Context: an optimization exercise on an open-source flow, tuned for small area and a short achievable clock period. The choices shown serve that exercise and are no tape-out recipe.
No run shown here included a check of the RTL's function; only the layout flow was run.
Power and IR drop assume default switching activity.

## flow/run.sh

```bash
#!/bin/bash
# synth_recipe.tcl (not shown) runs the flow's synth.tcl, then flattens the netlist and writes it again
# the make line also repeats each setting of config.mk as NAME=value (left out here)
make -C /OpenROAD-flow-scripts/flow DESIGN_CONFIG=/design/flow/config.mk WORK_HOME=/design/flow/orfs CLKGATE_MAP_FILE= SYNTH_SCRIPT=/design/flow/synth_recipe.tcl finish
```

## flow/config.mk

```make
export PLATFORM = sky130hd
export DESIGN_NAME = mac5
export DESIGN_NICKNAME = mac5
export VERILOG_FILES = /design/flow/design.v
export SDC_FILE = /design/flow/constraint.sdc
export NUM_CORES = 4
export LEC_CHECK = 0
export ABC_CLOCK_PERIOD_IN_PS = 1000
export CAP_MARGIN = 20
export CORE_MARGIN = 2
export CORE_UTILIZATION = 40
export SETUP_SLACK_MARGIN = 4.5
export SLEW_MARGIN = 20
export SYNTH_HIERARCHICAL = 1
export SYNTH_MINIMUM_KEEP_SIZE = 0
```

## flow/constraint.sdc

```tcl
create_clock -name core_clock -period 7.0 [get_ports {clk}]
set_input_delay 1.4000 -clock core_clock [delete_from_list [all_inputs] [get_ports {clk}]]
set_output_delay 1.4000 -clock core_clock [all_outputs]
set_load 0.01 [all_outputs]
```

## flow/design.v

```verilog
module mac5 #(parameter WIDTH=32)
   (input logic [(WIDTH/2)-1:0] a,
    input logic [(WIDTH/2)-1:0] b,
    input logic               clk, reset,
    output logic [WIDTH-1:0]  out);
   logic [15:0] ra;
   logic [7:0] bneg, bone, btwo;
   logic rb15;
   wire [16:0] bx = {b, 1'b0};
   logic f;
   logic q2_0_0;
   logic q2_1_0;
   logic q2_2_0;
   logic q2_3_0;
   logic q2_3_1;
   logic q2_3_2;
   logic q2_4_0;
   logic q2_4_1;
   logic q2_5_0;
   logic q2_5_1;
   logic q2_6_0;
   logic q2_6_1;
   logic q2_7_0;
   logic q2_7_1;
   logic q2_8_0;
   logic q2_8_1;
   logic q2_9_0;
   logic q2_9_1;
   logic q2_10_0;
   logic q2_10_1;
   logic q2_11_0;
   logic q2_11_1;
   logic q2_11_2;
   logic q2_11_3;
   logic q2_12_0;
   logic q2_12_1;
   logic q2_12_2;
   logic q2_13_0;
   logic q2_13_1;
   logic q2_13_2;
   logic q2_14_0;
   logic q2_14_1;
   logic q2_14_2;
   logic q2_15_0;
   logic q2_15_1;
   logic q2_15_2;
   logic q2_16_0;
   logic q2_16_1;
   logic q2_16_2;
   logic q2_16_3;
   logic q2_17_0;
   logic q2_17_1;
   logic q2_17_2;
   logic q2_17_3;
   logic q2_18_0;
   logic q2_18_1;
   logic q2_18_2;
   logic q2_18_3;
   logic q2_19_0;
   logic q2_19_1;
   logic q2_19_2;
   logic q2_19_3;
   logic q2_20_0;
   logic q2_20_1;
   logic q2_20_2;
   logic q2_20_3;
   logic q2_21_0;
   logic q2_21_1;
   logic q2_21_2;
   logic q2_21_3;
   logic q2_22_0;
   logic q2_22_1;
   logic q2_23_0;
   logic q2_23_1;
   logic q2_23_2;
   logic q2_24_0;
   logic q2_24_1;
   logic q2_24_2;
   logic q2_25_0;
   logic q2_25_1;
   logic q2_25_2;
   logic q2_26_0;
   logic q2_26_1;
   logic q2_26_2;
   logic q2_27_0;
   logic q2_27_1;
   logic q2_27_2;
   logic q2_28_0;
   logic q2_29_0;
   logic q2_29_1;
   logic q2_30_0;
   logic q2_30_1;
   logic q2_31_0;
   logic q2_31_1;
   logic q3_0_0;
   logic q3_1_0;
   logic q3_2_0;
   logic q3_3_0;
   logic q3_3_1;
   logic q3_4_0;
   logic q3_4_1;
   logic q3_5_0;
   logic q3_5_1;
   logic q3_6_0;
   logic q3_6_1;
   logic q3_7_0;
   logic q3_7_1;
   logic q3_8_0;
   logic q3_8_1;
   logic q3_9_0;
   logic q3_9_1;
   logic q3_10_0;
   logic q3_10_1;
   logic q3_11_0;
   logic q3_11_1;
   logic q3_12_0;
   logic q3_12_1;
   logic q3_13_0;
   logic q3_13_1;
   logic q3_14_0;
   logic q3_14_1;
   logic q3_15_0;
   logic q3_15_1;
   logic q3_16_0;
   logic q3_16_1;
   logic q3_17_0;
   logic q3_17_1;
   logic q3_18_0;
   logic q3_18_1;
   logic q3_19_0;
   logic q3_19_1;
   logic q3_20_0;
   logic q3_20_1;
   logic q3_21_0;
   logic q3_21_1;
   logic q3_22_0;
   logic q3_22_1;
   logic q3_23_0;
   logic q3_23_1;
   logic q3_24_0;
   logic q3_24_1;
   logic q3_25_0;
   logic q3_25_1;
   logic q3_26_0;
   logic q3_26_1;
   logic q3_27_0;
   logic q3_27_1;
   logic q3_28_0;
   logic q3_28_1;
   logic q3_29_0;
   logic q3_29_1;
   logic q3_30_0;
   logic q3_30_1;
   logic q3_31_0;
   logic q3_31_1;
   wire p1 = ~(((bone[0] & ra[0])) ^ bneg[0]);
   wire p2 = ~(((bone[0] & ra[1]) | (btwo[0] & ra[0])) ^ bneg[0]);
   wire p3 = ~(((bone[0] & ra[2]) | (btwo[0] & ra[1])) ^ bneg[0]);
   wire p4 = ~(((bone[0] & ra[3]) | (btwo[0] & ra[2])) ^ bneg[0]);
   wire p5 = ~(((bone[0] & ra[4]) | (btwo[0] & ra[3])) ^ bneg[0]);
   wire p6 = ~(((bone[0] & ra[5]) | (btwo[0] & ra[4])) ^ bneg[0]);
   wire p7 = ~(((bone[0] & ra[6]) | (btwo[0] & ra[5])) ^ bneg[0]);
   wire p8 = ~(((bone[0] & ra[7]) | (btwo[0] & ra[6])) ^ bneg[0]);
   wire p9 = ~(((bone[0] & ra[8]) | (btwo[0] & ra[7])) ^ bneg[0]);
   wire p10 = ~(((bone[0] & ra[9]) | (btwo[0] & ra[8])) ^ bneg[0]);
   wire p11 = ~(((bone[0] & ra[10]) | (btwo[0] & ra[9])) ^ bneg[0]);
   wire p12 = ~(((bone[0] & ra[11]) | (btwo[0] & ra[10])) ^ bneg[0]);
   wire p13 = ~(((bone[0] & ra[12]) | (btwo[0] & ra[11])) ^ bneg[0]);
   wire p14 = ~(((bone[0] & ra[13]) | (btwo[0] & ra[12])) ^ bneg[0]);
   wire p15 = ~(((bone[0] & ra[14]) | (btwo[0] & ra[13])) ^ bneg[0]);
   wire p16 = ~(((bone[0] & ra[15]) | (btwo[0] & ra[14])) ^ bneg[0]);
   wire p17 = ~(((btwo[0] & ra[15])) ^ bneg[0]);
   wire p18 = ~bneg[0];
   wire p19 = bneg[0];
   wire p20 = ~(((bone[1] & ra[0])) ^ bneg[1]);
   wire p21 = ~(((bone[1] & ra[1]) | (btwo[1] & ra[0])) ^ bneg[1]);
   wire p22 = ~(((bone[1] & ra[2]) | (btwo[1] & ra[1])) ^ bneg[1]);
   wire p23 = ~(((bone[1] & ra[3]) | (btwo[1] & ra[2])) ^ bneg[1]);
   wire p24 = ~(((bone[1] & ra[4]) | (btwo[1] & ra[3])) ^ bneg[1]);
   wire p25 = ~(((bone[1] & ra[5]) | (btwo[1] & ra[4])) ^ bneg[1]);
   wire p26 = ~(((bone[1] & ra[6]) | (btwo[1] & ra[5])) ^ bneg[1]);
   wire p27 = ~(((bone[1] & ra[7]) | (btwo[1] & ra[6])) ^ bneg[1]);
   wire p28 = ~(((bone[1] & ra[8]) | (btwo[1] & ra[7])) ^ bneg[1]);
   wire p29 = ~(((bone[1] & ra[9]) | (btwo[1] & ra[8])) ^ bneg[1]);
   wire p30 = ~(((bone[1] & ra[10]) | (btwo[1] & ra[9])) ^ bneg[1]);
   wire p31 = ~(((bone[1] & ra[11]) | (btwo[1] & ra[10])) ^ bneg[1]);
   wire p32 = ~(((bone[1] & ra[12]) | (btwo[1] & ra[11])) ^ bneg[1]);
   wire p33 = ~(((bone[1] & ra[13]) | (btwo[1] & ra[12])) ^ bneg[1]);
   wire p34 = ~(((bone[1] & ra[14]) | (btwo[1] & ra[13])) ^ bneg[1]);
   wire p35 = ~(((bone[1] & ra[15]) | (btwo[1] & ra[14])) ^ bneg[1]);
   wire p36 = ~(((btwo[1] & ra[15])) ^ bneg[1]);
   wire p37 = ~bneg[1];
   wire p38 = bneg[1];
   wire p39 = ~(((bone[2] & ra[0])) ^ bneg[2]);
   wire p40 = ~(((bone[2] & ra[1]) | (btwo[2] & ra[0])) ^ bneg[2]);
   wire p41 = ~(((bone[2] & ra[2]) | (btwo[2] & ra[1])) ^ bneg[2]);
   wire p42 = ~(((bone[2] & ra[3]) | (btwo[2] & ra[2])) ^ bneg[2]);
   wire p43 = ~(((bone[2] & ra[4]) | (btwo[2] & ra[3])) ^ bneg[2]);
   wire p44 = ~(((bone[2] & ra[5]) | (btwo[2] & ra[4])) ^ bneg[2]);
   wire p45 = ~(((bone[2] & ra[6]) | (btwo[2] & ra[5])) ^ bneg[2]);
   wire p46 = ~(((bone[2] & ra[7]) | (btwo[2] & ra[6])) ^ bneg[2]);
   wire p47 = ~(((bone[2] & ra[8]) | (btwo[2] & ra[7])) ^ bneg[2]);
   wire p48 = ~(((bone[2] & ra[9]) | (btwo[2] & ra[8])) ^ bneg[2]);
   wire p49 = ~(((bone[2] & ra[10]) | (btwo[2] & ra[9])) ^ bneg[2]);
   wire p50 = ~(((bone[2] & ra[11]) | (btwo[2] & ra[10])) ^ bneg[2]);
   wire p51 = ~(((bone[2] & ra[12]) | (btwo[2] & ra[11])) ^ bneg[2]);
   wire p52 = ~(((bone[2] & ra[13]) | (btwo[2] & ra[12])) ^ bneg[2]);
   wire p53 = ~(((bone[2] & ra[14]) | (btwo[2] & ra[13])) ^ bneg[2]);
   wire p54 = ~(((bone[2] & ra[15]) | (btwo[2] & ra[14])) ^ bneg[2]);
   wire p55 = ~(((btwo[2] & ra[15])) ^ bneg[2]);
   wire p56 = ~bneg[2];
   wire p57 = bneg[2];
   wire p58 = ~(((bone[3] & ra[0])) ^ bneg[3]);
   wire p59 = ~(((bone[3] & ra[1]) | (btwo[3] & ra[0])) ^ bneg[3]);
   wire p60 = ~(((bone[3] & ra[2]) | (btwo[3] & ra[1])) ^ bneg[3]);
   wire p61 = ~(((bone[3] & ra[3]) | (btwo[3] & ra[2])) ^ bneg[3]);
   wire p62 = ~(((bone[3] & ra[4]) | (btwo[3] & ra[3])) ^ bneg[3]);
   wire p63 = ~(((bone[3] & ra[5]) | (btwo[3] & ra[4])) ^ bneg[3]);
   wire p64 = ~(((bone[3] & ra[6]) | (btwo[3] & ra[5])) ^ bneg[3]);
   wire p65 = ~(((bone[3] & ra[7]) | (btwo[3] & ra[6])) ^ bneg[3]);
   wire p66 = ~(((bone[3] & ra[8]) | (btwo[3] & ra[7])) ^ bneg[3]);
   wire p67 = ~(((bone[3] & ra[9]) | (btwo[3] & ra[8])) ^ bneg[3]);
   wire p68 = ~(((bone[3] & ra[10]) | (btwo[3] & ra[9])) ^ bneg[3]);
   wire p69 = ~(((bone[3] & ra[11]) | (btwo[3] & ra[10])) ^ bneg[3]);
   wire p70 = ~(((bone[3] & ra[12]) | (btwo[3] & ra[11])) ^ bneg[3]);
   wire p71 = ~(((bone[3] & ra[13]) | (btwo[3] & ra[12])) ^ bneg[3]);
   wire p72 = ~(((bone[3] & ra[14]) | (btwo[3] & ra[13])) ^ bneg[3]);
   wire p73 = ~(((bone[3] & ra[15]) | (btwo[3] & ra[14])) ^ bneg[3]);
   wire p74 = ~(((btwo[3] & ra[15])) ^ bneg[3]);
   wire p75 = ~bneg[3];
   wire p76 = bneg[3];
   wire p77 = ~(((bone[4] & ra[0])) ^ bneg[4]);
   wire p78 = ~(((bone[4] & ra[1]) | (btwo[4] & ra[0])) ^ bneg[4]);
   wire p79 = ~(((bone[4] & ra[2]) | (btwo[4] & ra[1])) ^ bneg[4]);
   wire p80 = ~(((bone[4] & ra[3]) | (btwo[4] & ra[2])) ^ bneg[4]);
   wire p81 = ~(((bone[4] & ra[4]) | (btwo[4] & ra[3])) ^ bneg[4]);
   wire p82 = ~(((bone[4] & ra[5]) | (btwo[4] & ra[4])) ^ bneg[4]);
   wire p83 = ~(((bone[4] & ra[6]) | (btwo[4] & ra[5])) ^ bneg[4]);
   wire p84 = ~(((bone[4] & ra[7]) | (btwo[4] & ra[6])) ^ bneg[4]);
   wire p85 = ~(((bone[4] & ra[8]) | (btwo[4] & ra[7])) ^ bneg[4]);
   wire p86 = ~(((bone[4] & ra[9]) | (btwo[4] & ra[8])) ^ bneg[4]);
   wire p87 = ~(((bone[4] & ra[10]) | (btwo[4] & ra[9])) ^ bneg[4]);
   wire p88 = ~(((bone[4] & ra[11]) | (btwo[4] & ra[10])) ^ bneg[4]);
   wire p89 = ~(((bone[4] & ra[12]) | (btwo[4] & ra[11])) ^ bneg[4]);
   wire p90 = ~(((bone[4] & ra[13]) | (btwo[4] & ra[12])) ^ bneg[4]);
   wire p91 = ~(((bone[4] & ra[14]) | (btwo[4] & ra[13])) ^ bneg[4]);
   wire p92 = ~(((bone[4] & ra[15]) | (btwo[4] & ra[14])) ^ bneg[4]);
   wire p93 = ~(((btwo[4] & ra[15])) ^ bneg[4]);
   wire p94 = ~bneg[4];
   wire p95 = bneg[4];
   wire p96 = ~(((bone[5] & ra[0])) ^ bneg[5]);
   wire p97 = ~(((bone[5] & ra[1]) | (btwo[5] & ra[0])) ^ bneg[5]);
   wire p98 = ~(((bone[5] & ra[2]) | (btwo[5] & ra[1])) ^ bneg[5]);
   wire p99 = ~(((bone[5] & ra[3]) | (btwo[5] & ra[2])) ^ bneg[5]);
   wire p100 = ~(((bone[5] & ra[4]) | (btwo[5] & ra[3])) ^ bneg[5]);
   wire p101 = ~(((bone[5] & ra[5]) | (btwo[5] & ra[4])) ^ bneg[5]);
   wire p102 = ~(((bone[5] & ra[6]) | (btwo[5] & ra[5])) ^ bneg[5]);
   wire p103 = ~(((bone[5] & ra[7]) | (btwo[5] & ra[6])) ^ bneg[5]);
   wire p104 = ~(((bone[5] & ra[8]) | (btwo[5] & ra[7])) ^ bneg[5]);
   wire p105 = ~(((bone[5] & ra[9]) | (btwo[5] & ra[8])) ^ bneg[5]);
   wire p106 = ~(((bone[5] & ra[10]) | (btwo[5] & ra[9])) ^ bneg[5]);
   wire p107 = ~(((bone[5] & ra[11]) | (btwo[5] & ra[10])) ^ bneg[5]);
   wire p108 = ~(((bone[5] & ra[12]) | (btwo[5] & ra[11])) ^ bneg[5]);
   wire p109 = ~(((bone[5] & ra[13]) | (btwo[5] & ra[12])) ^ bneg[5]);
   wire p110 = ~(((bone[5] & ra[14]) | (btwo[5] & ra[13])) ^ bneg[5]);
   wire p111 = ~(((bone[5] & ra[15]) | (btwo[5] & ra[14])) ^ bneg[5]);
   wire p112 = ~(((btwo[5] & ra[15])) ^ bneg[5]);
   wire p113 = ~bneg[5];
   wire p114 = bneg[5];
   wire p115 = ~(((bone[6] & ra[0])) ^ bneg[6]);
   wire p116 = ~(((bone[6] & ra[1]) | (btwo[6] & ra[0])) ^ bneg[6]);
   wire p117 = ~(((bone[6] & ra[2]) | (btwo[6] & ra[1])) ^ bneg[6]);
   wire p118 = ~(((bone[6] & ra[3]) | (btwo[6] & ra[2])) ^ bneg[6]);
   wire p119 = ~(((bone[6] & ra[4]) | (btwo[6] & ra[3])) ^ bneg[6]);
   wire p120 = ~(((bone[6] & ra[5]) | (btwo[6] & ra[4])) ^ bneg[6]);
   wire p121 = ~(((bone[6] & ra[6]) | (btwo[6] & ra[5])) ^ bneg[6]);
   wire p122 = ~(((bone[6] & ra[7]) | (btwo[6] & ra[6])) ^ bneg[6]);
   wire p123 = ~(((bone[6] & ra[8]) | (btwo[6] & ra[7])) ^ bneg[6]);
   wire p124 = ~(((bone[6] & ra[9]) | (btwo[6] & ra[8])) ^ bneg[6]);
   wire p125 = ~(((bone[6] & ra[10]) | (btwo[6] & ra[9])) ^ bneg[6]);
   wire p126 = ~(((bone[6] & ra[11]) | (btwo[6] & ra[10])) ^ bneg[6]);
   wire p127 = ~(((bone[6] & ra[12]) | (btwo[6] & ra[11])) ^ bneg[6]);
   wire p128 = ~(((bone[6] & ra[13]) | (btwo[6] & ra[12])) ^ bneg[6]);
   wire p129 = ~(((bone[6] & ra[14]) | (btwo[6] & ra[13])) ^ bneg[6]);
   wire p130 = ~(((bone[6] & ra[15]) | (btwo[6] & ra[14])) ^ bneg[6]);
   wire p131 = ~(((btwo[6] & ra[15])) ^ bneg[6]);
   wire p132 = ~bneg[6];
   wire p133 = bneg[6];
   wire p134 = ~(((bone[7] & ra[0])) ^ bneg[7]);
   wire p135 = ~(((bone[7] & ra[1]) | (btwo[7] & ra[0])) ^ bneg[7]);
   wire p136 = ~(((bone[7] & ra[2]) | (btwo[7] & ra[1])) ^ bneg[7]);
   wire p137 = ~(((bone[7] & ra[3]) | (btwo[7] & ra[2])) ^ bneg[7]);
   wire p138 = ~(((bone[7] & ra[4]) | (btwo[7] & ra[3])) ^ bneg[7]);
   wire p139 = ~(((bone[7] & ra[5]) | (btwo[7] & ra[4])) ^ bneg[7]);
   wire p140 = ~(((bone[7] & ra[6]) | (btwo[7] & ra[5])) ^ bneg[7]);
   wire p141 = ~(((bone[7] & ra[7]) | (btwo[7] & ra[6])) ^ bneg[7]);
   wire p142 = ~(((bone[7] & ra[8]) | (btwo[7] & ra[7])) ^ bneg[7]);
   wire p143 = ~(((bone[7] & ra[9]) | (btwo[7] & ra[8])) ^ bneg[7]);
   wire p144 = ~(((bone[7] & ra[10]) | (btwo[7] & ra[9])) ^ bneg[7]);
   wire p145 = ~(((bone[7] & ra[11]) | (btwo[7] & ra[10])) ^ bneg[7]);
   wire p146 = ~(((bone[7] & ra[12]) | (btwo[7] & ra[11])) ^ bneg[7]);
   wire p147 = ~(((bone[7] & ra[13]) | (btwo[7] & ra[12])) ^ bneg[7]);
   wire p148 = ~(((bone[7] & ra[14]) | (btwo[7] & ra[13])) ^ bneg[7]);
   wire p149 = ~(((bone[7] & ra[15]) | (btwo[7] & ra[14])) ^ bneg[7]);
   wire p150 = ~(((btwo[7] & ra[15])) ^ bneg[7]);
   wire p151 = ~bneg[7];
   wire p152 = bneg[7];
   wire p153 = ~(ra[0] & rb15);
   wire p154 = ~(ra[1] & rb15);
   wire p155 = ~(ra[2] & rb15);
   wire p156 = ~(ra[3] & rb15);
   wire p157 = ~(ra[4] & rb15);
   wire p158 = ~(ra[5] & rb15);
   wire p159 = ~(ra[6] & rb15);
   wire p160 = ~(ra[7] & rb15);
   wire p161 = ~(ra[8] & rb15);
   wire p162 = ~(ra[9] & rb15);
   wire p163 = ~(ra[10] & rb15);
   wire p164 = ~(ra[11] & rb15);
   wire p165 = ~(ra[12] & rb15);
   wire p166 = ~(ra[13] & rb15);
   wire p167 = ~(ra[14] & rb15);
   wire p168 = ~(ra[15] & rb15);
   wire p169 = ~(out[0] & f);
   wire p170 = ~(out[1] & f);
   wire p171 = ~(out[2] & f);
   wire p172 = ~(out[3] & f);
   wire p173 = ~(out[4] & f);
   wire p174 = ~(out[5] & f);
   wire p175 = ~(out[6] & f);
   wire p176 = ~(out[7] & f);
   wire p177 = ~(out[8] & f);
   wire p178 = ~(out[9] & f);
   wire p179 = ~(out[10] & f);
   wire p180 = ~(out[11] & f);
   wire p181 = ~(out[12] & f);
   wire p182 = ~(out[13] & f);
   wire p183 = ~(out[14] & f);
   wire p184 = ~(out[15] & f);
   wire p185 = ~(out[16] & f);
   wire p186 = ~(out[17] & f);
   wire p187 = ~(out[18] & f);
   wire p188 = ~(out[19] & f);
   wire p189 = ~(out[20] & f);
   wire p190 = ~(out[21] & f);
   wire p191 = ~(out[22] & f);
   wire p192 = ~(out[23] & f);
   wire p193 = ~(out[24] & f);
   wire p194 = ~(out[25] & f);
   wire p195 = ~(out[26] & f);
   wire p196 = ~(out[27] & f);
   wire p197 = ~(out[28] & f);
   wire p198 = ~(out[29] & f);
   wire p199 = ~(out[30] & f);
   wire p200 = ~(out[31] & f);
   wire p201 = ~p19;
   wire p202 = ~p36;
   wire p203 = ~p55;
   wire p204 = ~p74;
   wire p205 = ~p93;
   wire p206 = ~p112;
   wire p207 = ~p131;
   wire p208 = ~p150;
   wire s209, c210;
   mac5_fa u_s209 (.a(p1), .b(p18), .c(p169), .s(s209), .co(c210));
   wire s211, c212;
   mac5_fa u_s211 (.a(p3), .b(p20), .c(p37), .s(s211), .co(c212));
   wire s213, c214;
   mac5_fa u_s213 (.a(p4), .b(p21), .c(p172), .s(s213), .co(c214));
   wire s215, c216;
   mac5_fa u_s215 (.a(p5), .b(p22), .c(p39), .s(s215), .co(c216));
   wire s217, c218;
   mac5_fa u_s217 (.a(p6), .b(p23), .c(p40), .s(s217), .co(c218));
   wire s219, c220;
   mac5_fa u_s219 (.a(p7), .b(p24), .c(p41), .s(s219), .co(c220));
   wire s221, c222;
   mac5_fa u_s221 (.a(p58), .b(p75), .c(p175), .s(s221), .co(c222));
   wire s223, c224;
   mac5_fa u_s223 (.a(p8), .b(p25), .c(p42), .s(s223), .co(c224));
   wire s225, c226;
   mac5_fa u_s225 (.a(p9), .b(p26), .c(p43), .s(s225), .co(c226));
   wire s227, c228;
   mac5_fa u_s227 (.a(p60), .b(p77), .c(p94), .s(s227), .co(c228));
   wire s229, c230;
   mac5_fa u_s229 (.a(p10), .b(p27), .c(p44), .s(s229), .co(c230));
   wire s231, c232;
   mac5_fa u_s231 (.a(p61), .b(p78), .c(p178), .s(s231), .co(c232));
   wire s233, c234;
   mac5_fa u_s233 (.a(p11), .b(p28), .c(p45), .s(s233), .co(c234));
   wire s235, c236;
   mac5_fa u_s235 (.a(p62), .b(p79), .c(p96), .s(s235), .co(c236));
   wire s237, c238;
   mac5_fa u_s237 (.a(p12), .b(p29), .c(p46), .s(s237), .co(c238));
   wire s239, c240;
   mac5_fa u_s239 (.a(p63), .b(p80), .c(p97), .s(s239), .co(c240));
   wire s241, c242;
   mac5_fa u_s241 (.a(p13), .b(p30), .c(p47), .s(s241), .co(c242));
   wire s243, c244;
   mac5_fa u_s243 (.a(p64), .b(p81), .c(p98), .s(s243), .co(c244));
   wire s245, c246;
   mac5_fa u_s245 (.a(p115), .b(p132), .c(p181), .s(s245), .co(c246));
   wire s247, c248;
   mac5_fa u_s247 (.a(p14), .b(p31), .c(p48), .s(s247), .co(c248));
   wire s249, c250;
   mac5_fa u_s249 (.a(p65), .b(p82), .c(p99), .s(s249), .co(c250));
   wire s251, c252;
   mac5_fa u_s251 (.a(p15), .b(p32), .c(p49), .s(s251), .co(c252));
   wire s253, c254;
   mac5_fa u_s253 (.a(p66), .b(p83), .c(p100), .s(s253), .co(c254));
   wire s255, c256;
   mac5_fa u_s255 (.a(p117), .b(p134), .c(p151), .s(s255), .co(c256));
   wire s257, c258;
   mac5_fa u_s257 (.a(p16), .b(p33), .c(p50), .s(s257), .co(c258));
   wire s259, c260;
   mac5_fa u_s259 (.a(p67), .b(p84), .c(p101), .s(s259), .co(c260));
   wire s261, c262;
   mac5_fa u_s261 (.a(p118), .b(p135), .c(p184), .s(s261), .co(c262));
   wire s263, c264;
   mac5_fa u_s263 (.a(p17), .b(p34), .c(p51), .s(s263), .co(c264));
   wire s265, c266;
   mac5_fa u_s265 (.a(p68), .b(p85), .c(p102), .s(s265), .co(c266));
   wire s267, c268;
   mac5_fa u_s267 (.a(p119), .b(p136), .c(p153), .s(s267), .co(c268));
   wire s269, c270;
   mac5_fa u_s269 (.a(p201), .b(p35), .c(p52), .s(s269), .co(c270));
   wire s271, c272;
   mac5_fa u_s271 (.a(p69), .b(p86), .c(p103), .s(s271), .co(c272));
   wire s273, c274;
   mac5_fa u_s273 (.a(p120), .b(p137), .c(p154), .s(s273), .co(c274));
   wire s275, c276;
   mac5_fa u_s275 (.a(p202), .b(p53), .c(p70), .s(s275), .co(c276));
   wire s277, c278;
   mac5_fa u_s277 (.a(p87), .b(p104), .c(p121), .s(s277), .co(c278));
   wire s279, c280;
   mac5_fa u_s279 (.a(p138), .b(p155), .c(p187), .s(s279), .co(c280));
   wire s281, c282;
   mac5_fa u_s281 (.a(p38), .b(p54), .c(p71), .s(s281), .co(c282));
   wire s283, c284;
   mac5_fa u_s283 (.a(p88), .b(p105), .c(p122), .s(s283), .co(c284));
   wire s285, c286;
   mac5_fa u_s285 (.a(p139), .b(p156), .c(p188), .s(s285), .co(c286));
   wire s287, c288;
   mac5_fa u_s287 (.a(p203), .b(p72), .c(p89), .s(s287), .co(c288));
   wire s289, c290;
   mac5_fa u_s289 (.a(p106), .b(p123), .c(p140), .s(s289), .co(c290));
   wire s291, c292;
   mac5_fa u_s291 (.a(p57), .b(p73), .c(p90), .s(s291), .co(c292));
   wire s293, c294;
   mac5_fa u_s293 (.a(p107), .b(p124), .c(p141), .s(s293), .co(c294));
   wire s295, c296;
   mac5_fa u_s295 (.a(p158), .b(p190), .c(p55), .s(s295), .co(c296));
   wire s297, c298;
   mac5_fa u_s297 (.a(p204), .b(p91), .c(p108), .s(s297), .co(c298));
   wire s299, c300;
   mac5_fa u_s299 (.a(p125), .b(p142), .c(p159), .s(s299), .co(c300));
   wire s301, c302;
   mac5_fa u_s301 (.a(p76), .b(p92), .c(p109), .s(s301), .co(c302));
   wire s303, c304;
   mac5_fa u_s303 (.a(p126), .b(p143), .c(p160), .s(s303), .co(c304));
   wire s305, c306;
   mac5_fa u_s305 (.a(p205), .b(p110), .c(p127), .s(s305), .co(c306));
   wire s307, c308;
   mac5_fa u_s307 (.a(p144), .b(p161), .c(p193), .s(s307), .co(c308));
   wire s309, c310;
   mac5_fa u_s309 (.a(p95), .b(p111), .c(p128), .s(s309), .co(c310));
   wire s311, c312;
   mac5_fa u_s311 (.a(p145), .b(p162), .c(p194), .s(s311), .co(c312));
   wire s313, c314;
   mac5_fa u_s313 (.a(p206), .b(p129), .c(p146), .s(s313), .co(c314));
   wire s315, c316;
   mac5_fa u_s315 (.a(p114), .b(p130), .c(p147), .s(s315), .co(c316));
   wire s317, c318;
   mac5_fa u_s317 (.a(p164), .b(p196), .c(p112), .s(s317), .co(c318));
   wire s319, c320;
   mac5_fa u_s319 (.a(p207), .b(p148), .c(p165), .s(s319), .co(c320));
   wire s321, c322;
   mac5_fa u_s321 (.a(p133), .b(p149), .c(p166), .s(s321), .co(c322));
   wire s323, c324;
   mac5_fa u_s323 (.a(p208), .b(p167), .c(p199), .s(s323), .co(c324));
   wire s325, c326;
   mac5_fa u_s325 (.a(p152), .b(p168), .c(p200), .s(s325), .co(c326));
   wire s327, c328;
   mac5_fa u_s327 (.a(p2), .b(p170), .c(c210), .s(s327), .co(c328));
   wire s329, c330;
   mac5_fa u_s329 (.a(s215), .b(p56), .c(p173), .s(s329), .co(c330));
   wire s331, c332;
   mac5_fa u_s331 (.a(s217), .b(p174), .c(c216), .s(s331), .co(c332));
   wire s333, c334;
   mac5_fa u_s333 (.a(s219), .b(s221), .c(c218), .s(s333), .co(c334));
   wire s335, c336;
   mac5_fa u_s335 (.a(s223), .b(p59), .c(p176), .s(s335), .co(c336));
   wire s337, c338;
   mac5_fa u_s337 (.a(s225), .b(s227), .c(p177), .s(s337), .co(c338));
   wire s339, c340;
   mac5_fa u_s339 (.a(s229), .b(s231), .c(c226), .s(s339), .co(c340));
   wire s341, c342;
   mac5_fa u_s341 (.a(s233), .b(s235), .c(p113), .s(s341), .co(c342));
   wire s343, c344;
   mac5_fa u_s343 (.a(p179), .b(c230), .c(c232), .s(s343), .co(c344));
   wire s345, c346;
   mac5_fa u_s345 (.a(s237), .b(s239), .c(p180), .s(s345), .co(c346));
   wire s347, c348;
   mac5_fa u_s347 (.a(s241), .b(s243), .c(s245), .s(s347), .co(c348));
   wire s349, c350;
   mac5_fa u_s349 (.a(s247), .b(s249), .c(p116), .s(s349), .co(c350));
   wire s351, c352;
   mac5_fa u_s351 (.a(p182), .b(c242), .c(c244), .s(s351), .co(c352));
   wire s353, c354;
   mac5_fa u_s353 (.a(s251), .b(s253), .c(s255), .s(s353), .co(c354));
   wire s355, c356;
   mac5_fa u_s355 (.a(p183), .b(c248), .c(c250), .s(s355), .co(c356));
   wire s357, c358;
   mac5_fa u_s357 (.a(s257), .b(s259), .c(s261), .s(s357), .co(c358));
   wire s359, c360;
   mac5_fa u_s359 (.a(c252), .b(c254), .c(c256), .s(s359), .co(c360));
   wire s361, c362;
   mac5_fa u_s361 (.a(s263), .b(s265), .c(s267), .s(s361), .co(c362));
   wire s363, c364;
   mac5_fa u_s363 (.a(p185), .b(c258), .c(c260), .s(s363), .co(c364));
   wire s365, c366;
   mac5_fa u_s365 (.a(s269), .b(s271), .c(s273), .s(s365), .co(c366));
   wire s367, c368;
   mac5_fa u_s367 (.a(p186), .b(c264), .c(c266), .s(s367), .co(c368));
   wire s369, c370;
   mac5_fa u_s369 (.a(s275), .b(s277), .c(s279), .s(s369), .co(c370));
   wire s371, c372;
   mac5_fa u_s371 (.a(p19), .b(c270), .c(c272), .s(s371), .co(c372));
   wire s373, c374;
   mac5_fa u_s373 (.a(s281), .b(s283), .c(s285), .s(s373), .co(c374));
   wire s375, c376;
   mac5_fa u_s375 (.a(p36), .b(c276), .c(c278), .s(s375), .co(c376));
   wire s377, c378;
   mac5_fa u_s377 (.a(s287), .b(s289), .c(p157), .s(s377), .co(c378));
   wire s379, c380;
   mac5_fa u_s379 (.a(p189), .b(c282), .c(c284), .s(s379), .co(c380));
   wire s381, c382;
   mac5_fa u_s381 (.a(s291), .b(s293), .c(s295), .s(s381), .co(c382));
   wire s383, c384;
   mac5_fa u_s383 (.a(s297), .b(s299), .c(p191), .s(s383), .co(c384));
   wire s385, c386;
   mac5_fa u_s385 (.a(c292), .b(c294), .c(c296), .s(s385), .co(c386));
   wire s387, c388;
   mac5_fa u_s387 (.a(s301), .b(s303), .c(p192), .s(s387), .co(c388));
   wire s389, c390;
   mac5_fa u_s389 (.a(p74), .b(c298), .c(c300), .s(s389), .co(c390));
   wire s391, c392;
   mac5_fa u_s391 (.a(s305), .b(s307), .c(c302), .s(s391), .co(c392));
   wire s393, c394;
   mac5_fa u_s393 (.a(s309), .b(s311), .c(p93), .s(s393), .co(c394));
   wire s395, c396;
   mac5_fa u_s395 (.a(s313), .b(p163), .c(p195), .s(s395), .co(c396));
   wire s397, c398;
   mac5_fa u_s397 (.a(s315), .b(s317), .c(c314), .s(s397), .co(c398));
   wire s399, c400;
   mac5_fa u_s399 (.a(s319), .b(p197), .c(c316), .s(s399), .co(c400));
   wire s401, c402;
   mac5_fa u_s401 (.a(s321), .b(p198), .c(p131), .s(s401), .co(c402));
   wire s403, c404;
   mac5_fa u_s403 (.a(s325), .b(p150), .c(c324), .s(s403), .co(c404));
   wire s405, c406;
   mac5_fa u_s405 (.a(s211), .b(p171), .c(c328), .s(s405), .co(c406));
   wire s407, c408;
   mac5_fa u_s407 (.a(s335), .b(c220), .c(c222), .s(s407), .co(c408));
   wire s409, c410;
   mac5_fa u_s409 (.a(s337), .b(c224), .c(c336), .s(s409), .co(c410));
   wire s411, c412;
   mac5_fa u_s411 (.a(s339), .b(c228), .c(c338), .s(s411), .co(c412));
   wire s413, c414;
   mac5_fa u_s413 (.a(s341), .b(s343), .c(c340), .s(s413), .co(c414));
   wire s415, c416;
   mac5_fa u_s415 (.a(s345), .b(c234), .c(c236), .s(s415), .co(c416));
   wire s417, c418;
   mac5_fa u_s417 (.a(s347), .b(c238), .c(c240), .s(s417), .co(c418));
   wire s419, c420;
   mac5_fa u_s419 (.a(s349), .b(s351), .c(c246), .s(s419), .co(c420));
   wire s421, c422;
   mac5_fa u_s421 (.a(s353), .b(s355), .c(c350), .s(s421), .co(c422));
   wire s423, c424;
   mac5_fa u_s423 (.a(s357), .b(s359), .c(c354), .s(s423), .co(c424));
   wire s425, c426;
   mac5_fa u_s425 (.a(s361), .b(s363), .c(c262), .s(s425), .co(c426));
   wire s427, c428;
   mac5_fa u_s427 (.a(s365), .b(s367), .c(c268), .s(s427), .co(c428));
   wire s429, c430;
   mac5_fa u_s429 (.a(s369), .b(s371), .c(c274), .s(s429), .co(c430));
   wire s431, c432;
   mac5_fa u_s431 (.a(s373), .b(s375), .c(c280), .s(s431), .co(c432));
   wire s433, c434;
   mac5_fa u_s433 (.a(s377), .b(s379), .c(c286), .s(s433), .co(c434));
   wire s435, c436;
   mac5_fa u_s435 (.a(s381), .b(c288), .c(c290), .s(s435), .co(c436));
   wire s437, c438;
   mac5_fa u_s437 (.a(s383), .b(s385), .c(c382), .s(s437), .co(c438));
   wire s439, c440;
   mac5_fa u_s439 (.a(s387), .b(s389), .c(c384), .s(s439), .co(c440));
   wire s441, c442;
   mac5_fa u_s441 (.a(s391), .b(c304), .c(c388), .s(s441), .co(c442));
   wire s443, c444;
   mac5_fa u_s443 (.a(s393), .b(c306), .c(c308), .s(s443), .co(c444));
   wire s445, c446;
   mac5_fa u_s445 (.a(s395), .b(c310), .c(c312), .s(s445), .co(c446));
   wire s447, c448;
   mac5_fa u_s447 (.a(s399), .b(c318), .c(c398), .s(s447), .co(c448));
   wire s449, c450;
   mac5_fa u_s449 (.a(s401), .b(c320), .c(c400), .s(s449), .co(c450));
   wire s451, c452;
   mac5_fa u_s451 (.a(s323), .b(c322), .c(c402), .s(s451), .co(c452));
   wire s453, c454;
   mac5_fa u_s453 (.a(q2_11_0), .b(q2_11_1), .c(1'b1), .s(s453), .co(c454));
   wire s455, c456;
   mac5_fa u_s455 (.a(q2_12_0), .b(q2_12_1), .c(1'b1), .s(s455), .co(c456));
   wire s457, c458;
   mac5_fa u_s457 (.a(q2_13_0), .b(q2_13_1), .c(1'b1), .s(s457), .co(c458));
   wire s459, c460;
   mac5_fa u_s459 (.a(q2_14_0), .b(q2_14_1), .c(1'b1), .s(s459), .co(c460));
   wire s461, c462;
   mac5_fa u_s461 (.a(q2_15_0), .b(q2_15_1), .c(1'b1), .s(s461), .co(c462));
   wire s463, c464;
   mac5_fa u_s463 (.a(q2_16_0), .b(q2_16_1), .c(q2_16_2), .s(s463), .co(c464));
   wire s465, c466;
   mac5_fa u_s465 (.a(q2_17_0), .b(q2_17_1), .c(q2_17_2), .s(s465), .co(c466));
   wire s467, c468;
   mac5_fa u_s467 (.a(q2_18_0), .b(q2_18_1), .c(q2_18_2), .s(s467), .co(c468));
   wire s469, c470;
   mac5_fa u_s469 (.a(q2_19_0), .b(q2_19_1), .c(q2_19_2), .s(s469), .co(c470));
   wire s471, c472;
   mac5_fa u_s471 (.a(q2_20_0), .b(q2_20_1), .c(q2_20_2), .s(s471), .co(c472));
   wire s473, c474;
   mac5_fa u_s473 (.a(q2_21_0), .b(q2_21_1), .c(q2_21_2), .s(s473), .co(c474));
   wire s475, c476;
   mac5_fa u_s475 (.a(q2_3_0), .b(q2_3_1), .c(1'b1), .s(s475), .co(c476));
   wire s477, c478;
   mac5_fa u_s477 (.a(q2_4_0), .b(q2_4_1), .c(1'b1), .s(s477), .co(c478));
   wire s479, c480;
   mac5_fa u_s479 (.a(q2_5_0), .b(q2_5_1), .c(1'b1), .s(s479), .co(c480));
   wire s481, c482;
   mac5_fa u_s481 (.a(q2_6_0), .b(q2_6_1), .c(1'b1), .s(s481), .co(c482));
   wire s483, c484;
   mac5_fa u_s483 (.a(q2_7_0), .b(q2_7_1), .c(1'b1), .s(s483), .co(c484));
   wire s485, c486;
   mac5_fa u_s485 (.a(q2_8_0), .b(q2_8_1), .c(1'b1), .s(s485), .co(c486));
   wire s487, c488;
   mac5_fa u_s487 (.a(q2_9_0), .b(q2_9_1), .c(1'b1), .s(s487), .co(c488));
   wire s489, c490;
   mac5_fa u_s489 (.a(q2_10_0), .b(q2_10_1), .c(1'b1), .s(s489), .co(c490));
   wire s491, c492;
   mac5_fa u_s491 (.a(s453), .b(q2_11_2), .c(q2_11_3), .s(s491), .co(c492));
   wire s493, c494;
   mac5_fa u_s493 (.a(s455), .b(q2_12_2), .c(c454), .s(s493), .co(c494));
   wire s495, c496;
   mac5_fa u_s495 (.a(s457), .b(q2_13_2), .c(c456), .s(s495), .co(c496));
   wire s497, c498;
   mac5_fa u_s497 (.a(s459), .b(q2_14_2), .c(c458), .s(s497), .co(c498));
   wire s499, c500;
   mac5_fa u_s499 (.a(s461), .b(q2_15_2), .c(c460), .s(s499), .co(c500));
   wire s501, c502;
   mac5_fa u_s501 (.a(s463), .b(q2_16_3), .c(c462), .s(s501), .co(c502));
   wire s503, c504;
   mac5_fa u_s503 (.a(s465), .b(q2_17_3), .c(c464), .s(s503), .co(c504));
   wire s505, c506;
   mac5_fa u_s505 (.a(s467), .b(q2_18_3), .c(c466), .s(s505), .co(c506));
   wire s507, c508;
   mac5_fa u_s507 (.a(s469), .b(q2_19_3), .c(c468), .s(s507), .co(c508));
   wire s509, c510;
   mac5_fa u_s509 (.a(s471), .b(q2_20_3), .c(c470), .s(s509), .co(c510));
   wire s511, c512;
   mac5_fa u_s511 (.a(s473), .b(q2_21_3), .c(c472), .s(s511), .co(c512));
   wire s513, c514;
   mac5_fa u_s513 (.a(q2_22_0), .b(q2_22_1), .c(c474), .s(s513), .co(c514));
   wire s515, c516;
   mac5_fa u_s515 (.a(q2_23_0), .b(q2_23_1), .c(q2_23_2), .s(s515), .co(c516));
   wire s517, c518;
   mac5_fa u_s517 (.a(q2_24_0), .b(q2_24_1), .c(q2_24_2), .s(s517), .co(c518));
   wire s519, c520;
   mac5_fa u_s519 (.a(q2_25_0), .b(q2_25_1), .c(q2_25_2), .s(s519), .co(c520));
   wire s521, c522;
   mac5_fa u_s521 (.a(q2_26_0), .b(q2_26_1), .c(q2_26_2), .s(s521), .co(c522));
   wire s523, c524;
   mac5_fa u_s523 (.a(q2_27_0), .b(q2_27_1), .c(q2_27_2), .s(s523), .co(c524));
   wire [31:0] sx = {q3_31_0, q3_30_0, q3_29_0, q3_28_0, q3_27_0, q3_26_0, q3_25_0, q3_24_0, q3_23_0, q3_22_0, q3_21_0, q3_20_0, q3_19_0, q3_18_0, q3_17_0, q3_16_0, q3_15_0, q3_14_0, q3_13_0, q3_12_0, q3_11_0, q3_10_0, q3_9_0, q3_8_0, q3_7_0, q3_6_0, q3_5_0, q3_4_0, q3_3_0, q3_2_0, q3_1_0, q3_0_0};
   wire [31:0] sy = {q3_31_1, q3_30_1, q3_29_1, q3_28_1, q3_27_1, q3_26_1, q3_25_1, q3_24_1, q3_23_1, q3_22_1, q3_21_1, q3_20_1, q3_19_1, q3_18_1, q3_17_1, q3_16_1, q3_15_1, q3_14_1, q3_13_1, q3_12_1, q3_11_1, q3_10_1, q3_9_1, q3_8_1, q3_7_1, q3_6_1, q3_5_1, q3_4_1, q3_3_1, 1'b1, 1'b1, 1'b1};
   wire [31:0] x = sx, y = sy;
   wire [31:0] g = x & y, p = x ^ y;
   wire gc0 = g[0] | p[0];
   wire G1 = g[1] | (p[1] & gc0);
   wire G2 = g[3] | (p[3] & g[2]);
   wire P2 = p[3] & p[2];
   wire G3 = g[5] | (p[5] & g[4]);
   wire P3 = p[5] & p[4];
   wire G4 = g[7] | (p[7] & g[6]);
   wire P4 = p[7] & p[6];
   wire G5 = g[9] | (p[9] & g[8]);
   wire P5 = p[9] & p[8];
   wire G6 = g[11] | (p[11] & g[10]);
   wire P6 = p[11] & p[10];
   wire G7 = g[13] | (p[13] & g[12]);
   wire P7 = p[13] & p[12];
   wire G8 = g[15] | (p[15] & g[14]);
   wire P8 = p[15] & p[14];
   wire G9 = g[17] | (p[17] & g[16]);
   wire P9 = p[17] & p[16];
   wire G10 = g[19] | (p[19] & g[18]);
   wire P10 = p[19] & p[18];
   wire G11 = g[21] | (p[21] & g[20]);
   wire P11 = p[21] & p[20];
   wire G12 = g[23] | (p[23] & g[22]);
   wire P12 = p[23] & p[22];
   wire G13 = g[25] | (p[25] & g[24]);
   wire P13 = p[25] & p[24];
   wire G14 = g[27] | (p[27] & g[26]);
   wire P14 = p[27] & p[26];
   wire G15 = g[29] | (p[29] & g[28]);
   wire P15 = p[29] & p[28];
   wire G16 = g[31] | (p[31] & g[30]);
   wire P16 = p[31] & p[30];
   wire G17 = g[2] | (p[2] & G1);
   wire G18 = G2 | (P2 & G1);
   wire G19 = g[6] | (p[6] & G3);
   wire P19 = p[6] & P3;
   wire G20 = G4 | (P4 & G3);
   wire P20 = P4 & P3;
   wire G21 = g[10] | (p[10] & G5);
   wire P21 = p[10] & P5;
   wire G22 = G6 | (P6 & G5);
   wire P22 = P6 & P5;
   wire G23 = g[14] | (p[14] & G7);
   wire P23 = p[14] & P7;
   wire G24 = G8 | (P8 & G7);
   wire P24 = P8 & P7;
   wire G25 = g[18] | (p[18] & G9);
   wire P25 = p[18] & P9;
   wire G26 = G10 | (P10 & G9);
   wire P26 = P10 & P9;
   wire G27 = g[22] | (p[22] & G11);
   wire P27 = p[22] & P11;
   wire G28 = G12 | (P12 & G11);
   wire P28 = P12 & P11;
   wire G29 = g[26] | (p[26] & G13);
   wire P29 = p[26] & P13;
   wire G30 = G14 | (P14 & G13);
   wire P30 = P14 & P13;
   wire G31 = g[30] | (p[30] & G15);
   wire P31 = p[30] & P15;
   wire G32 = G16 | (P16 & G15);
   wire P32 = P16 & P15;
   wire G33 = g[4] | (p[4] & G18);
   wire G34 = G3 | (P3 & G18);
   wire G35 = G19 | (P19 & G18);
   wire G36 = G20 | (P20 & G18);
   wire G37 = g[12] | (p[12] & G22);
   wire P37 = p[12] & P22;
   wire G38 = G7 | (P7 & G22);
   wire P38 = P7 & P22;
   wire G39 = G23 | (P23 & G22);
   wire P39 = P23 & P22;
   wire G40 = G24 | (P24 & G22);
   wire P40 = P24 & P22;
   wire G41 = g[20] | (p[20] & G26);
   wire P41 = p[20] & P26;
   wire G42 = G11 | (P11 & G26);
   wire P42 = P11 & P26;
   wire G43 = G27 | (P27 & G26);
   wire P43 = P27 & P26;
   wire G44 = G28 | (P28 & G26);
   wire P44 = P28 & P26;
   wire G45 = g[28] | (p[28] & G30);
   wire P45 = p[28] & P30;
   wire G46 = G15 | (P15 & G30);
   wire P46 = P15 & P30;
   wire G47 = G31 | (P31 & G30);
   wire P47 = P31 & P30;
   wire G48 = G32 | (P32 & G30);
   wire P48 = P32 & P30;
   wire G49 = g[8] | (p[8] & G36);
   wire G50 = G5 | (P5 & G36);
   wire G51 = G21 | (P21 & G36);
   wire G52 = G22 | (P22 & G36);
   wire G53 = G37 | (P37 & G36);
   wire G54 = G38 | (P38 & G36);
   wire G55 = G39 | (P39 & G36);
   wire G56 = G40 | (P40 & G36);
   wire G57 = g[24] | (p[24] & G44);
   wire P57 = p[24] & P44;
   wire G58 = G13 | (P13 & G44);
   wire P58 = P13 & P44;
   wire G59 = G29 | (P29 & G44);
   wire P59 = P29 & P44;
   wire G60 = G30 | (P30 & G44);
   wire P60 = P30 & P44;
   wire G61 = G45 | (P45 & G44);
   wire P61 = P45 & P44;
   wire G62 = G46 | (P46 & G44);
   wire P62 = P46 & P44;
   wire G63 = G47 | (P47 & G44);
   wire P63 = P47 & P44;
   wire G64 = G48 | (P48 & G44);
   wire P64 = P48 & P44;
   wire G65 = g[16] | (p[16] & G56);
   wire G66 = G9 | (P9 & G56);
   wire G67 = G25 | (P25 & G56);
   wire G68 = G26 | (P26 & G56);
   wire G69 = G41 | (P41 & G56);
   wire G70 = G42 | (P42 & G56);
   wire G71 = G43 | (P43 & G56);
   wire G72 = G44 | (P44 & G56);
   wire G73 = G57 | (P57 & G56);
   wire G74 = G58 | (P58 & G56);
   wire G75 = G59 | (P59 & G56);
   wire G76 = G60 | (P60 & G56);
   wire G77 = G61 | (P61 & G56);
   wire G78 = G62 | (P62 & G56);
   wire G79 = G63 | (P63 & G56);
   wire G80 = G64 | (P64 & G56);
   wire [32:0] c = {G80, G79, G78, G77, G76, G75, G74, G73, G72, G71, G70, G69, G68, G67, G66, G65, G56, G55, G54, G53, G52, G51, G50, G49, G36, G35, G34, G33, G18, G17, G1, gc0, 1'b1};
   wire [31:0] nsum = ~(p ^ c[31:0]);
   always @(posedge clk or negedge reset)
     if (!reset) f <= 1'b0;
     else f <= 1'b1;
   always @(posedge clk) begin
      ra <= a;
      bneg[0] <= bx[2];
      bone[0] <= bx[1] ^ bx[0];
      btwo[0] <= (bx[2] & ~bx[1] & ~bx[0]) | (~bx[2] & bx[1] & bx[0]);
      bneg[1] <= bx[4];
      bone[1] <= bx[3] ^ bx[2];
      btwo[1] <= (bx[4] & ~bx[3] & ~bx[2]) | (~bx[4] & bx[3] & bx[2]);
      bneg[2] <= bx[6];
      bone[2] <= bx[5] ^ bx[4];
      btwo[2] <= (bx[6] & ~bx[5] & ~bx[4]) | (~bx[6] & bx[5] & bx[4]);
      bneg[3] <= bx[8];
      bone[3] <= bx[7] ^ bx[6];
      btwo[3] <= (bx[8] & ~bx[7] & ~bx[6]) | (~bx[8] & bx[7] & bx[6]);
      bneg[4] <= bx[10];
      bone[4] <= bx[9] ^ bx[8];
      btwo[4] <= (bx[10] & ~bx[9] & ~bx[8]) | (~bx[10] & bx[9] & bx[8]);
      bneg[5] <= bx[12];
      bone[5] <= bx[11] ^ bx[10];
      btwo[5] <= (bx[12] & ~bx[11] & ~bx[10]) | (~bx[12] & bx[11] & bx[10]);
      bneg[6] <= bx[14];
      bone[6] <= bx[13] ^ bx[12];
      btwo[6] <= (bx[14] & ~bx[13] & ~bx[12]) | (~bx[14] & bx[13] & bx[12]);
      bneg[7] <= bx[16];
      bone[7] <= bx[15] ^ bx[14];
      btwo[7] <= (bx[16] & ~bx[15] & ~bx[14]) | (~bx[16] & bx[15] & bx[14]);
      rb15 <= b[15];
      q2_0_0 <= s209;
      q2_1_0 <= s327;
      q2_2_0 <= s405;
      q2_3_0 <= s213;
      q2_3_1 <= c212;
      q2_3_2 <= c406;
      q2_4_0 <= s329;
      q2_4_1 <= c214;
      q2_5_0 <= s331;
      q2_5_1 <= c330;
      q2_6_0 <= s333;
      q2_6_1 <= c332;
      q2_7_0 <= s407;
      q2_7_1 <= c334;
      q2_8_0 <= s409;
      q2_8_1 <= c408;
      q2_9_0 <= s411;
      q2_9_1 <= c410;
      q2_10_0 <= s413;
      q2_10_1 <= c412;
      q2_11_0 <= s415;
      q2_11_1 <= c342;
      q2_11_2 <= c344;
      q2_11_3 <= c414;
      q2_12_0 <= s417;
      q2_12_1 <= c346;
      q2_12_2 <= c416;
      q2_13_0 <= s419;
      q2_13_1 <= c348;
      q2_13_2 <= c418;
      q2_14_0 <= s421;
      q2_14_1 <= c352;
      q2_14_2 <= c420;
      q2_15_0 <= s423;
      q2_15_1 <= c356;
      q2_15_2 <= c422;
      q2_16_0 <= s425;
      q2_16_1 <= c358;
      q2_16_2 <= c360;
      q2_16_3 <= c424;
      q2_17_0 <= s427;
      q2_17_1 <= c362;
      q2_17_2 <= c364;
      q2_17_3 <= c426;
      q2_18_0 <= s429;
      q2_18_1 <= c366;
      q2_18_2 <= c368;
      q2_18_3 <= c428;
      q2_19_0 <= s431;
      q2_19_1 <= c370;
      q2_19_2 <= c372;
      q2_19_3 <= c430;
      q2_20_0 <= s433;
      q2_20_1 <= c374;
      q2_20_2 <= c376;
      q2_20_3 <= c432;
      q2_21_0 <= s435;
      q2_21_1 <= c378;
      q2_21_2 <= c380;
      q2_21_3 <= c434;
      q2_22_0 <= s437;
      q2_22_1 <= c436;
      q2_23_0 <= s439;
      q2_23_1 <= c386;
      q2_23_2 <= c438;
      q2_24_0 <= s441;
      q2_24_1 <= c390;
      q2_24_2 <= c440;
      q2_25_0 <= s443;
      q2_25_1 <= c392;
      q2_25_2 <= c442;
      q2_26_0 <= s445;
      q2_26_1 <= c394;
      q2_26_2 <= c444;
      q2_27_0 <= s397;
      q2_27_1 <= c396;
      q2_27_2 <= c446;
      q2_28_0 <= s447;
      q2_29_0 <= s449;
      q2_29_1 <= c448;
      q2_30_0 <= s451;
      q2_30_1 <= c450;
      q2_31_0 <= s403;
      q2_31_1 <= c452;
      q3_0_0 <= q2_0_0;
      q3_1_0 <= q2_1_0;
      q3_2_0 <= q2_2_0;
      q3_3_0 <= s475;
      q3_3_1 <= q2_3_2;
      q3_4_0 <= s477;
      q3_4_1 <= c476;
      q3_5_0 <= s479;
      q3_5_1 <= c478;
      q3_6_0 <= s481;
      q3_6_1 <= c480;
      q3_7_0 <= s483;
      q3_7_1 <= c482;
      q3_8_0 <= s485;
      q3_8_1 <= c484;
      q3_9_0 <= s487;
      q3_9_1 <= c486;
      q3_10_0 <= s489;
      q3_10_1 <= c488;
      q3_11_0 <= s491;
      q3_11_1 <= c490;
      q3_12_0 <= s493;
      q3_12_1 <= c492;
      q3_13_0 <= s495;
      q3_13_1 <= c494;
      q3_14_0 <= s497;
      q3_14_1 <= c496;
      q3_15_0 <= s499;
      q3_15_1 <= c498;
      q3_16_0 <= s501;
      q3_16_1 <= c500;
      q3_17_0 <= s503;
      q3_17_1 <= c502;
      q3_18_0 <= s505;
      q3_18_1 <= c504;
      q3_19_0 <= s507;
      q3_19_1 <= c506;
      q3_20_0 <= s509;
      q3_20_1 <= c508;
      q3_21_0 <= s511;
      q3_21_1 <= c510;
      q3_22_0 <= s513;
      q3_22_1 <= c512;
      q3_23_0 <= s515;
      q3_23_1 <= c514;
      q3_24_0 <= s517;
      q3_24_1 <= c516;
      q3_25_0 <= s519;
      q3_25_1 <= c518;
      q3_26_0 <= s521;
      q3_26_1 <= c520;
      q3_27_0 <= s523;
      q3_27_1 <= c522;
      q3_28_0 <= q2_28_0;
      q3_28_1 <= c524;
      q3_29_0 <= q2_29_0;
      q3_29_1 <= q2_29_1;
      q3_30_0 <= q2_30_0;
      q3_30_1 <= q2_30_1;
      q3_31_0 <= q2_31_0;
      q3_31_1 <= q2_31_1;
      out <= nsum;
   end
endmodule
module mac5_fa (input logic a, b, c, output logic s, co);
   assign s = a ^ b ^ c;
   assign co = (a & b) | (a & c) | (b & c);
endmodule
```

==> results.json, run 1 <==
{
  "syn_inst": 968,
  "h-tree-depth": 1,
  "ir_drop_v": 0.0001695,
  "grt_pass1_wl_microns": 41220,
  "start_util_pct": 40.57,
  "cts_tree": "yes",
  "synth_edf_count": 0,
  "synth_cell_type_count": 46,
  "io_buffers": 65,
  "power.density_cell_area_mw_per_mm2": 460.4,
  "area_growth_pct": 21.20,
  "cts_buffer_depth": 3,
  "post-route-util_pct": 49.17,
  "cts_made_buffers": 23,
  "grt-busiest-layer": "met1",
  "ant_nets": 0,
  "endpoint_kind": "flip-flop",
  "synthArstFlopShare_pct": 0.4587,
  "gr-usage-met2_pct": 25.40,
  "fin_nets": 1254,
  "synth_top_area_share_pct": 37.41,
  "timing.final.crit_period_ns": 2.564,
  "first_global_vias": 7445,
  "p_leak_nw": 5.335,
  "rsz0062_at_grt": "true",
  "worstSkewPairLatency_ns": 0.52,
  "die_h_microns": 174.4,
  "clock_skew_ns": 0.01271,
  "dieArea_sq_mm": 0.03041,
  "avgSynthCellArea_sq_um": 12.00,
  "clkSinkCount": 218,
  "outcome": "complete, no violations",
  "synth-seq-area-share_pct": 37.62,
  "grt_max_degree": 33,
  "dpl.cell_count": 1355,
  "drv_cap": 0,
  "wire_per_inst_microns": 17.75,
  "finalSetupViolCount": 0,
  "num_antenna_cells": 0,
  "grt-ovfl-total": 0,
  "layout-drive-gt1-share_pct": 23.57,
  "place_ws_ns": 3.950,
  "met3_usage_pct": 2.843,
  "worstPathMaxFanout": 10,
  "core.rowCount": 62,
  "hold_path_class": "reg -> reg",
  "first_pass_iters": 5,
  "layout_setup_ws_ns": 4.436,
  "hold_ws_ns": 0.3250,
  "clkTransAtPathRegs_ns": 0.06,
  "synth_top_area_cell": "dfxtp_1",
  "fin_area_sq_mm": 0.01408,
  "globalplace.congestion": 0.8047,
  "multi_input_area_sq_mm": 0.007242,
  "dpl_cell_area_sq_mm": 0.01260,
  "fillers": 2522,
  "post-synth-top-count-cell": "dfxtp_1",
  "yosys_warnings": 7,
  "core_area_sq_mm": 0.02863,
  "yosys-top-cells-count": "dfxtp_1 (217), fa_1 (161), xnor2_1 (145), a22oi_1 (120), nand2_1 (78)",
  "drt_iter0_markers": 452,
  "netlist_area_sq_mm": 0.01161,
  "worstPathRequired_ns": 7.39,
  "fmax_mhz": 390.1,
  "viasPerCell": 4.992,
  "instances_no_fill": 1432,
  "finalWirelength_microns": 25420,
  "finalSetupTns_ns": 0,
  "antenna_found_initial": 0,
  "drv_slew": 0,
  "synth-seq-cells": 218,
  "finalHoldViolCount": 0,
  "grt_use_met1_pct": 25.95,
  "top_level_ports": 66,
  "synthTopCellsByArea": "dfxtp_1 (37%), fa_1 (28%), xnor2_1 (11%)",
  "synth_flop_cell": "dfxtp_1",
  "start_kind": "flip-flop",
  "fin_crit_sh_pct": 36.62,
  "hpwl_microns": 18240,
  "via_count": 7148,
  "criticalPathCategory": "reg -> reg",
  "p_total_mw": 6.480,
  "root_buffer": "clkbuf_16",
  "gr-usage-all-layers_pct": 17.02,
  "area.sequential_sq_mm": 0.004543,
  "die-width_microns": 174.4,
  "cp.arrival_ns": 2.96,
  "drcViolationCount": 0
}
[kinds of logic after synthesis]
group | count (synthesis) | synth area share, %
AO/OA/AOI/OAI | 166 | 10.89
XOR/XNOR | 162 | 12.22
adder cells (fa/ha/maj) | 189 | 30.77
buffers and inverters | 102 | 3.297
flip-flops | 218 | 37.62
other | 1 | 0.03229
AND/OR/NAND/NOR | 130 | 5.171
[per-module statistics from Yosys (local to each module, per instance)]
module	copies in the design	flops+latches	cells	area (sq um)
mac5	1	218	810	8451
mac5_fa	158	0	1	20.02
[area by class of cell]
type | instances | area share (%)
Clock buffer | 31 | 4.729
Clock inverter | 11 | 1.067
Inverter | 25 | 0.8267
Multi-Input combinational cell | 661 | 51.45
Sequential cell | 218 | 32.28
Tap cell | 384 | 3.413
Timing Repair Buffer | 102 | 6.240
[critical path, cell delays in order, from the launching register on]
cell and delay [ns]:
dfxtp_4 0.40, buf_6 0.16, a22oi_1 0.20, xnor2_1 0.12, fa_1 0.62, fa_1 0.47, fa_1 0.47
[timing repair]
item,in CTS,in global routing
gates resized for setup,242,36
buffers inserted,16,19
endpoints found under the setup margin,93,59
hold buffers,0,0
pin swaps,9,17
[power by group]
group	internal, mW	switching, mW	total (mW)
Combinational	1.47	1.50	2.97
Sequential	1.88	0.344	2.23
Clock	0.781	0.499	1.28
[worst paths after layout]
path	startpoint	end	slack (ns)	depth (start not counted)
worst min-delay path	q2_29_1$_DFF_P_	q3_29_1$_DFF_P_	0.33	0
worst max-delay path	ra[14]$_DFF_P_	q2_16_0$_DFF_P_	4.44	6
max in group asynchronous	reset	f$_DFF_PN0_	5.89	1
worst max register to register	ra[14]$_DFF_P_	q2_16_0$_DFF_P_	4.44	6
worst min register to register	q2_29_1$_DFF_P_	q3_29_1$_DFF_P_	0.33	0
min in group asynchronous	reset	f$_DFF_PN0_	1.02	1
[routing by layer]
metal / wire length (microns) / vias up
met5: 0 / -
met4: 336 / 0
met3: 1421 / 30
met2: 11360 / 194
met1: 12300 / 3615
li1: - / 3309
[sequential cells by signal, indices dropped and copies added, names as in the netlist, 8 cells and up]
signal and cells:
bneg 8, bone 8, btwo 8, out 32, ra 16
[cells in the final DEF, fill, tap and decap left out, types with 3 or more instances in the layout]
cell	synthesis	final
inv_1	17	17
o211ai_1	3	3
fa_1	161	161
clkbuf_16	0	23
a21oi_1	9	5
or2_2	4	4
clkdlybuf4s50_1	0	33
xnor2_1	145	135
nor2_1	12	11
buf_2	0	22
conb_1	1	14
a21oi_4	0	3
nand2_1	78	77
a22oi_2	0	14
dfxtp_2	0	34
o21a_1	3	3
clkbuf_8	0	6
dfxtp_1	217	148
nor2b_1	3	3
bufinv_16	0	3
a21o_1	3	3
clkdlybuf4s15_2	0	10
ha_1	28	18
clkinv_4	0	3
buf_6	0	6
ha_4	0	8
nand2b_1	9	9
a22oi_1	120	106
a21oi_2	4	5
xor2_1	17	17
dfxtp_4	0	35
nor3_1	6	6
buf_4	0	29
o21ai_0	11	8
inv_4	0	7
nand3b_1	7	7
xnor2_2	0	10
==> run 2, diff against run 1 <==
==> flow/flow/run.sh (new file) <==
#!/bin/bash
# Standard layout, with port buffers of a plain buffer cell and sizing not
# held to the cells' footprints. Full tool output goes to orfs/logs and standard.log.
bash standard.sh MATCH_CELL_FOOTPRINT=0 \
  BUFFER_PORTS_ARGS="-buffer_cell sky130_fd_sc_hd__buf_2" \
  finish > standard.log 2>&1
==> flow/standard.sh (new file) <==
#!/bin/bash
# synth_recipe.tcl (not shown) runs the flow's synth.tcl, then flattens the netlist and writes it again
# the make line also repeats each setting of config.mk as NAME=value (left out here)
make -C /OpenROAD-flow-scripts/flow DESIGN_CONFIG=/design/flow/config.mk WORK_HOME=/design/flow/orfs CLKGATE_MAP_FILE= SYNTH_SCRIPT=/design/flow/synth_recipe.tcl "${@:-finish}"
removed: flow/run.sh
==> run 2 against run 1 <==
Against the previous run:
- clock skew down 0.0024 ns
- fmax down 0.32%
- combinational power is 7.1% lower
- worst setup slack got worse by 0.0081 ns
- synthesized cell count unchanged
- via count is 1.3% lower
- still clean
- clock power hardly changed
- hold slack gained 0.0034 ns
- flip-flop and latch count unchanged
- core utilization is 1.5 points lower
==> results.json, run 2 <==
{
  "worstPathRequired_ns": 7.39,
  "clkTransAtPathRegs_ns": 0.06,
  "synth-seq-area-share_pct": 37.62,
  "outcome": "complete, no violations",
  "clock_skew_ns": 0.01027,
  "first_global_vias": 7215,
  "ir_drop_v": 0.0002294,
  "via_count": 7052,
  "p_int_mw": 3.957,
  "worst-path-buf-inv": 1,
  "grt_pass1_wl_microns": 39970,
  "timing.rr.start": "ra[5]$_DFF_P_",
  "regMostFlops": "out",
  "synth_cell_type_count": 46,
  "cp_cell_sequence": "clkbuf_4, a22oi_1, xnor2_1, fa_1, fa_1, fa_1",
  "endpoint": "q2_10_0$_DFF_P_",
  "cts_buffer_depth": 3,
  "rsz0062_at_grt": "true",
  "first_pass_iters": 5,
  "netlist_area_sq_mm": 0.01161,
  "avgSynthCellArea_sq_um": 12.00,
  "die-width_microns": 174.4,
  "synthTopCellsByArea": "dfxtp_1 (37%), fa_1 (28%), xnor2_1 (11%)",
  "start_kind": "flip-flop",
  "fmax_mhz": 388.9,
  "synth_top_area_share_pct": 37.41,
  "top_level_ports": 66,
  "cts_tree": "yes",
  "p_sw_share_pct": 36.37,
  "combPwrFrac_pct": 44.3,
  "post-synth-top-count-cell": "dfxtp_1",
  "drv_slew": 0,
  "antenna_found_initial": 0,
  "ctsHoldBuffers": 0,
  "reg2reg_depth": 6,
  "synth-seq-cells": 218,
  "cpPeakStageDelay_ns": 0.54,
  "crit_start": "ra[5]$_DFF_P_",
  "yosys-top-cells-count": "dfxtp_1 (217), fa_1 (161), xnor2_1 (145), a22oi_1 (120), nand2_1 (78)",
  "start_util_pct": 40.57,
  "hpwl_microns": 17950,
  "cpMostUsedCell": "fa_1",
  "globalplace.congestion": 0.8179,
  "cp_top_family": "adder cells",
  "die_h_microns": 174.4,
  "cp.depth": 6,
  "reg2reg_setup_slack_ns": 4.43,
  "core_area_sq_mm": 0.02863,
  "largestRegisters": "out x32, ra x16",
  "area_growth_pct": 17.43,
  "largest_reg_flops": 32,
  "p_seq_share_pct": 35.6,
  "fin_crit_sh_pct": 36.74,
  "worstSkewPairLatency_ns": 0.51,
  "viasPerCell": 4.970,
  "syn_inst": 968,
  "layout_setup_ws_ns": 4.428,
  "grt-ovfl-total": 0,
  "core.rowCount": 62,
  "finalWirelength_microns": 25050,
  "wire_per_inst_microns": 17.65,
  "clockPowerShare_pct": 20.1,
  "endpoint_kind": "flip-flop",
  "criticalPathCategory": "reg -> reg",
  "synthArstFlopShare_pct": 0.4587,
  "place_ws_ns": 3.829,
  "timing.final.crit_period_ns": 2.572,
  "r2r-end": "q2_10_0$_DFF_P_",
  "fin_nets": 1243,
  "grt_max_degree": 33,
  "finalSetupTns_ns": 0
}
[run 2: cell types whose count changed in the layout (fill, tap and decap cells not counted), sizes merged]
cell           delta
bufinv            +1
buf              +32
clkbuf            -4
clkinv            +1
clkdlybuf4s50    -33
clkdlybuf4s15    -10
[run 2: power groups by stage]
stage               clock network (mW)  registers [mW]  logic [mW]
global route                      1.34            2.27        3.20
floorplan                            0            2.13        1.95
CTS                               1.29            2.22        2.73
global placement                     0            2.23        2.50
detailed placement                   0            2.23        2.60
finish                            1.25            2.21        2.76
[run 2: layout make-up]
| type | count | area (sq um) |
|---|---|---|
| Sequential cell | 218 | 4507 |
| Tap cell | 384 | 480.5 |
| Fill cell | 2599 | 14990 |
| Clock inverter | 13 | 173.9 |
| Clock buffer | 26 | 606.8 |
| Timing Repair Buffer | 92 | 543.0 |
| Multi-Input combinational cell | 661 | 7213 |
| Inverter | 25 | 113.9 |
[run 2: timing repair]
| action | 4_1_cts | 5_1_grt |
|---|---|---|
| pin swaps | 9 | 30 |
| endpoints found under the hold margin | 0 | 0 |
| endpoints found under the setup margin | 71 | 51 |
| gates resized for setup | 110 | 41 |
| setup buffers | 6 | 20 |
[run 2: worst reg2reg max path, delay by kind of cell, from the launching register on]
family                   cells  cell delay [ns]
flip-flops                   1             0.38
AO/OA/AOI/OAI                1             0.19
adder cells (fa/ha/maj)      3             1.53
buffers and inverters        1             0.19
XOR/XNOR                     1             0.17
[run 2: per-stage QoR]
stage          utilization (%)  instances  power, mW  cell area (sq um)  hold WS [ns]
2_1_floorplan                -        981      4.080              11830        0.3096
3_3_place_gp             42.63       1354      4.735              12200        0.3119
3_5_place_dp             42.63       1354      4.829              12200        0.3157
4_1_cts                  46.48       1399      6.238              13300        0.3319
5_1_grt                  47.64       1419      6.807              13640        0.3368
6_report                 47.64       1419      6.218              13640        0.3285
[run 2: logic make-up (layout without fill, tap and decap cells)]
family                     Yosys count  count (layout)  synth area share [%]
and+or+nand+nor                    130             130                 5.171
other                                1              14               0.03229
DFF                                218             218                 37.62
AOI/OAI and AO/OA                  166             166                 10.89
buffers and inverters              102             156                 3.297
adders and majority gates          189             189                 30.77
xor gates and xnor gates           162             162                 12.22
[run 2: routing by layer]
metal | share of wire [%] | track usage, % | vias to the layer above
met5 | 0 | 0 | -
met3 | 4.4 | 2.297 | 38
met4 | 1.9 | 3.641 | 0
li1 | - | - | 3281
met2 | 44 | 24.69 | 171
met1 | 49 | 24.94 | 3562
[run 2: Yosys stat by module (local to each module, per instance)]
module / cells inside / area (sq um)
mac5: 810 / 8451
mac5_fa: 1 / 20.02
[run 2: how the worst min path moves through the flow]
stage	end	from	cells past startpoint
CTS	q3_1_0$_DFF_P_	q2_1_0$_DFF_P_	0
detailed placement	q3_2_0$_DFF_P_	q2_2_0$_DFF_P_	0
finish	q3_3_1$_DFF_P_	q2_3_2$_DFF_P_	0
global route	q3_30_0$_DFF_P_	q2_30_0$_DFF_P_	0
floorplan	q3_0_0$_DFF_P_	q2_0_0$_DFF_P_	0
global placement	q3_0_0$_DFF_P_	q2_0_0$_DFF_P_	0

afterwards: timing with drivers on the ports:
How much do the figures lean on ideal ports? The routed layouts below were timed once more, with nothing changed but the port constraints.
Step 1 assumes that a clkbuf_16 drives the clock port and a buf_2 every other input.
Step 2 also shifts input and output timing later by t, the mid clock arrival at the registers, as if the neighbouring blocks saw the same clock.
Slacks: no drivers / after step 1 / after step 2; pairs: no drivers / after step 1.
run | t (ns) | setup WS [ns]
run 1 | 0.563 | 4.436 / 4.436 / 4.436
run 2 | 0.556 | 4.428 / 4.428 / 4.428
After both steps every run listed still meets setup and hold.
